This design comes from an exercise in tuning for small area on the open sky130 flow, not from production work. Function was checked by simulation only, so behaviour that the tests miss may differ from the original. Power and IR drop assume default switching activity.

== rev 12 ==
==> module WcaCicInterp, before the edit <==
module WcaCicInterp
(
	input  wire        clock,
	input  wire        reset,
	input  wire        strobe_cic,
	input  wire        strobe_if,
	input  wire [3:0]  log2_rate,
	input  wire [15:0] data_in,
	output reg  [11:0] data_out
);
	reg [15:0] ncomb1;
	reg [16:0] pipe1, ncomb2;
	reg [17:0] pipe2, ncomb3;
	reg [18:0] pipe3;
	wire [16:0] d1;
	wire [17:0] d2;
	wire [18:0] d3;
	WcaAddInc #(17, 9) sub1 (.a({1'b0, data_in}), .b({1'b1, ncomb1}), .ci(1'b1), .s(d1));
	WcaAddInc #(18, 10) sub2 (.a({pipe1[16], pipe1}), .b({ncomb2[16], ncomb2}), .ci(1'b1), .s(d2));
	WcaAddInc #(19, 10) sub3 (.a({pipe2[17], pipe2}), .b({ncomb3[17], ncomb3}), .ci(1'b1), .s(d3));
	wire ldc = strobe_cic & ~reset;
	wire hdc = ~strobe_cic & ~reset;
	always @(posedge clock) begin
		ncomb1 <= ({16{ldc}} & ~data_in) | ({16{hdc}} & ncomb1) | {16{reset}};
		pipe1  <= ({17{ldc}} & d1)       | ({17{hdc}} & pipe1);
		ncomb2 <= ({17{ldc}} & ~pipe1)   | ({17{hdc}} & ncomb2) | {17{reset}};
		pipe2  <= ({18{ldc}} & d2)       | ({18{hdc}} & pipe2);
		ncomb3 <= ({18{ldc}} & ~pipe2)   | ({18{hdc}} & ncomb3) | {18{reset}};
		pipe3  <= ({19{ldc}} & d3)       | ({19{hdc}} & pipe3);
	end
	reg [12:0] i1_0, i2_0, i3_0;
	reg [12:0] i1_1, i2_1, i3_1;
	reg [13:0] i1_2, i2_2, i3_2;
	reg        k1_0, k2_0, k3_0, k1_1, k2_1, k3_1;
	reg [5:0]  p3d1;
	reg        p3d2;
	wire [12:0] s1_0, s2_0, s3_0, s1_1, s2_1, s3_1;
	wire [13:0] s1_2, s2_2, s3_2;
	wire        c1_0, c2_0, c3_0, c1_1, c2_1, c3_1;
	WcaRipple #(13) a1_0 (.a(i1_0), .b(pipe3[12:0]), .ci(1'b0), .s(s1_0), .co(c1_0));
	WcaRipple #(13) a2_0 (.a(i2_0), .b(i1_0), .ci(1'b0), .s(s2_0), .co(c2_0));
	WcaRipple #(13) a3_0 (.a(i3_0), .b(i2_0), .ci(1'b0), .s(s3_0), .co(c3_0));
	WcaRipple #(13) a1_1 (.a(i1_1), .b({{7{p3d1[5]}}, p3d1}), .ci(k1_0), .s(s1_1), .co(c1_1));
	WcaRipple #(13) a2_1 (.a(i2_1), .b(i1_1), .ci(k2_0), .s(s2_1), .co(c2_1));
	WcaRipple #(13) a3_1 (.a(i3_1), .b(i2_1), .ci(k3_0), .s(s3_1), .co(c3_1));
	WcaRipple #(14) a1_2 (.a(i1_2), .b({14{p3d2}}), .ci(k1_1), .s(s1_2), .co());
	WcaRipple #(14) a2_2 (.a(i2_2), .b(i1_2), .ci(k2_1), .s(s2_2), .co());
	WcaRipple #(14) a3_2 (.a(i3_2), .b(i2_2), .ci(k3_1), .s(s3_2), .co());
	wire ldi = strobe_if & ~reset;
	wire hdi = ~strobe_if & ~reset;
	always @(posedge clock) begin
		i1_0 <= ({13{ldi}} & s1_0) | ({13{hdi}} & i1_0);
		i2_0 <= ({13{ldi}} & s2_0) | ({13{hdi}} & i2_0);
		i3_0 <= ({13{ldi}} & s3_0) | ({13{hdi}} & i3_0);
		i1_1 <= ({13{ldi}} & s1_1) | ({13{hdi}} & i1_1);
		i2_1 <= ({13{ldi}} & s2_1) | ({13{hdi}} & i2_1);
		i3_1 <= ({13{ldi}} & s3_1) | ({13{hdi}} & i3_1);
		i1_2 <= ({14{ldi}} & s1_2) | ({14{hdi}} & i1_2);
		i2_2 <= ({14{ldi}} & s2_2) | ({14{hdi}} & i2_2);
		i3_2 <= ({14{ldi}} & s3_2) | ({14{hdi}} & i3_2);
		{k1_0, k2_0, k3_0, k1_1, k2_1, k3_1} <= ({6{ldi}} & {c1_0, c2_0, c3_0, c1_1, c2_1, c3_1})
		                                      | ({6{hdi}} & {k1_0, k2_0, k3_0, k1_1, k2_1, k3_1});
		p3d1 <= ({6{ldi}} & pipe3[18:13]) | ({6{hdi}} & p3d1);
		p3d2 <= (ldi & p3d1[5]) | (hdi & p3d2);
	end
	wire [39:0] lo = {14'd0, s3_1, i3_0};
	reg  [11:0] part;
	always @(*)
		case (log2_rate)
			4'h1: part = lo[18:7];
			4'h2: part = lo[21:10];
			4'h3: part = lo[24:13];
			4'h4: part = lo[27:16];
			4'h5: part = lo[30:19];
			4'h6: part = lo[33:22];
			4'h7: part = lo[36:25];
			4'h8: part = lo[39:28];
			default: part = lo[15:4];
		endcase
	reg [11:0] data_store;
	reg [3:0]  rate_d;
	reg        pend;
	wire [39:0] hi = {s3_2, 26'd0};
	reg  [11:0] hsel;
	reg  [11:0] hmask;
	always @(*)
		case (rate_d)
			4'h1: begin hsel = hi[18:7];  hmask = 12'h000; end
			4'h2: begin hsel = hi[21:10]; hmask = 12'h000; end
			4'h3: begin hsel = hi[24:13]; hmask = 12'h000; end
			4'h4: begin hsel = hi[27:16]; hmask = 12'hc00; end
			4'h5: begin hsel = hi[30:19]; hmask = 12'hf80; end
			4'h6: begin hsel = hi[33:22]; hmask = 12'hff0; end
			4'h7: begin hsel = hi[36:25]; hmask = 12'hffe; end
			4'h8: begin hsel = hi[39:28]; hmask = 12'hfff; end
			default: begin hsel = hi[15:4]; hmask = 12'h000; end
		endcase
	wire [11:0] done = pend ? ((data_store & ~hmask) | (hsel & hmask)) : data_store;
	always @(posedge clock) begin
		pend <= strobe_if & ~reset;
		if (strobe_if & ~reset) begin
			data_store <= part;
			rate_d     <= log2_rate;
		end else if (pend)
			data_store <= done;
	end
	assign data_out = done;
endmodule
==> module WcaAdd40, before the edit <==
module WcaAdd40
(
	input  wire [39:0] a,
	input  wire [39:0] b,
	output wire [39:0] s
);
	wire c1, c2;
	WcaRipple #(12) g0 (.a(a[11:0]),  .b(b[11:0]),  .ci(1'b0), .s(s[11:0]),  .co(c1));
	WcaIncSeg #(14) g1 (.a(a[25:12]), .b(b[25:12]), .ci(c1),   .s(s[25:12]), .co(c2));
	WcaIncSeg #(14) g2 (.a(a[39:26]), .b(b[39:26]), .ci(c2),   .s(s[39:26]), .co());
endmodule
==> flow/config.mk <==
export PLATFORM = sky130hd
export DESIGN_NAME = WcaUpConverter
export DESIGN_NICKNAME = WcaUpConverter
export VERILOG_FILES = /design/flow/design.v
export SDC_FILE = /design/flow/constraint.sdc
export NUM_CORES = 4
export LEC_CHECK = 0
export CAP_MARGIN = 20
export CORE_MARGIN = 2
export CORE_UTILIZATION = 70
export CTS_CLUSTER_DIAMETER = 120
export CTS_CLUSTER_SIZE = 24
export SLEW_MARGIN = 20
==> flow/constraint.sdc <==
create_clock -name core_clock -period 8.0 [get_ports {clock}]
set_input_delay 1.6000 -clock core_clock [delete_from_list [all_inputs] [get_ports {clock}]]
set_output_delay 1.6000 -clock core_clock [all_outputs]
set_load 0.01 [all_outputs]
standard.sh (not shown) runs the stock make flow with config.mk's settings and CLKGATE_MAP_FILE= SYNTH_SCRIPT=/design/flow/synth_recipe.tcl, a recipe that flattens the netlist after the stock synthesis.
==> flow/flow/run.sh <==
#!/bin/bash
# Layout flow: the standard layout (standard.sh) with these changes:
# - synthesis: yosys 'synth' runs with -noabc, so its generic ABC pass does
#   not restructure the explicitly written ripple-carry adders before
#   extract_fa maps them to full-adder cells; and the final ABC mapping uses
#   flow/abc.script (area-oriented mapping, &nf -a) instead of ORFS's speed
#   script. Registers, their names and cell types are those of the standard
#   synthesis; only the combinational mapping differs.
# - every input and output port is still buffered, with the smallest buffer
#   (buf_1) instead of the cell buffer_ports picks by default
#   (clkdlybuf4s50_1); the resizer still upsizes or adds buffers where
#   timing, slew or fanout need it.
# Each tool's output is logged here (make.log) and by ORFS under orfs/logs/.
set -euo pipefail
here=$(pwd)
flowdir=$(cd "$(dirname "${BASH_SOURCE[0]}")" && pwd)
std_first='proc synth {args} { yosys synth -nofsm -noshare {*}$args }'
if [[ "$(head -1 synth_recipe.tcl)" != "$std_first" ]]; then
  echo "unexpected first line in synth_recipe.tcl" >&2
  exit 1
fi
cp "$flowdir/abc.script" "$here/abc_custom.script"
{
  echo 'proc synth {args} { yosys synth -nofsm -noshare -noabc {*}$args }'
  echo "proc abc {args} { set i [lsearch -exact \$args -script]; if {\$i >= 0} { lset args [expr {\$i+1}] $here/abc_custom.script }; yosys abc {*}\$args }"
  tail -n +2 synth_recipe.tcl
} > "$here/synth_recipe_custom.tcl"
sed "s#SYNTH_SCRIPT=[^ ]*#SYNTH_SCRIPT=$here/synth_recipe_custom.tcl#" standard.sh > "$here/standard_custom.sh"
grep -q "SYNTH_SCRIPT=$here/synth_recipe_custom.tcl" "$here/standard_custom.sh"
BUFFER_PORTS_ARGS="-buffer_cell sky130_fd_sc_hd__buf_1" bash "$here/standard_custom.sh" > "$here/make.log" 2>&1
==> flow/flow/abc.script <==
&get -n
&st
&dch
&nf -a
&st
&dc2
&dch
&nf -a
&put
topo
stime -c
buffer -c
upsize -c
dnsize -c
Rev 12 | status: complete | timing, DRC, antenna: pass
[inputs] rev 13 vs rev 12
diff --git a/flow/design.v b/flow/design.v
--- a/flow/design.v
+++ b/flow/design.v
@@ -7,5 +7,5 @@
 	input  wire [3:0]  log2_rate,
 	input  wire [15:0] data_in,
-	output reg  [11:0] data_out
+	output wire [11:0] data_out
 );
 	reg [15:0] ncomb1;
@@ -16,7 +16,7 @@
 	wire [17:0] d2;
 	wire [18:0] d3;
-	WcaAddInc #(17, 9) sub1 (.a({1'b0, data_in}), .b({1'b1, ncomb1}), .ci(1'b1), .s(d1));
-	WcaAddInc #(18, 10) sub2 (.a({pipe1[16], pipe1}), .b({ncomb2[16], ncomb2}), .ci(1'b1), .s(d2));
-	WcaAddInc #(19, 10) sub3 (.a({pipe2[17], pipe2}), .b({ncomb3[17], ncomb3}), .ci(1'b1), .s(d3));
+	WcaAddInc #(17, 13) sub1 (.a({1'b0, data_in}), .b({1'b1, ncomb1}), .ci(1'b1), .s(d1));
+	WcaAddInc #(18, 14) sub2 (.a({pipe1[16], pipe1}), .b({ncomb2[16], ncomb2}), .ci(1'b1), .s(d2));
+	WcaAddInc #(19, 14) sub3 (.a({pipe2[17], pipe2}), .b({ncomb3[17], ncomb3}), .ci(1'b1), .s(d3));
 	wire ldc = strobe_cic & ~reset;
 	wire hdc = ~strobe_cic & ~reset;
@@ -155,15 +155,4 @@
 	WcaIncSeg #(W - L) g1 (.a(a[W-1:L]), .b(b[W-1:L]), .ci(c1), .s(s[W-1:L]), .co());
 endmodule
-module WcaAdd40
-(
-	input  wire [39:0] a,
-	input  wire [39:0] b,
-	output wire [39:0] s
-);
-	wire c1, c2;
-	WcaRipple #(12) g0 (.a(a[11:0]),  .b(b[11:0]),  .ci(1'b0), .s(s[11:0]),  .co(c1));
-	WcaIncSeg #(14) g1 (.a(a[25:12]), .b(b[25:12]), .ci(c1),   .s(s[25:12]), .co(c2));
-	WcaIncSeg #(14) g2 (.a(a[39:26]), .b(b[39:26]), .ci(c2),   .s(s[39:26]), .co());
-endmodule
 module WcaCordic12
 (
## What came out
From rev 12 to rev 13 the numbers moved as follows: net load switching power went down 0.067 mW, arrival time at the worst endpoint went up 350 ps, weighted congestion at the end of routability-driven global placement went down about 2.5%, total routed wirelength held.
Rev 13 ends up with a share of cell area taken by flip-flops and latches that is 0.25 points higher than in rev 12.
Compared with rev 12, rev 13 shows a higher met3 global-route usage.
Diff rev 12 -> rev 13 | cell area | down slightly
Compare rev 13 and rev 12 | combinational share of power higher: rev 12
Rev 13 vs rev 12 on worst slack at placement: rev 13 is the lower one.
Diff rev 13 and rev 12: die outline area lower in rev 13

-- static timing again, ports no longer ideal --
Ports are ideal in the flow. The routed layouts listed here were re-timed in OpenROAD.
Step 1 sets driving cells, clkbuf_16 on the clock port and buf_2 on the other inputs (assumed; they add their load-dependent delay and slew).
Step 2 also shifts input and output timing later by t, the mid clock arrival at the registers, as if the neighbouring blocks saw the same clock.
a / b / c = ideal / step 1 / step 2; a / b = the first two.
run	shift t [ns]	setup slack, ns	latest minus earliest clock arrival (ns)	cell pins on the clock port's net
rev 12	0.682	0.931 / 0.931 / 0.931	0.040 / 0.039	1
rev 13	0.680	0.709 / 0.709 / 0.235	0.040 / 0.040	1
After both steps setup and hold are still met in every run listed. The setup slack of rev 13, which loses most, moves by 0.000 ns with the drivers and by -0.474 ns with both steps.
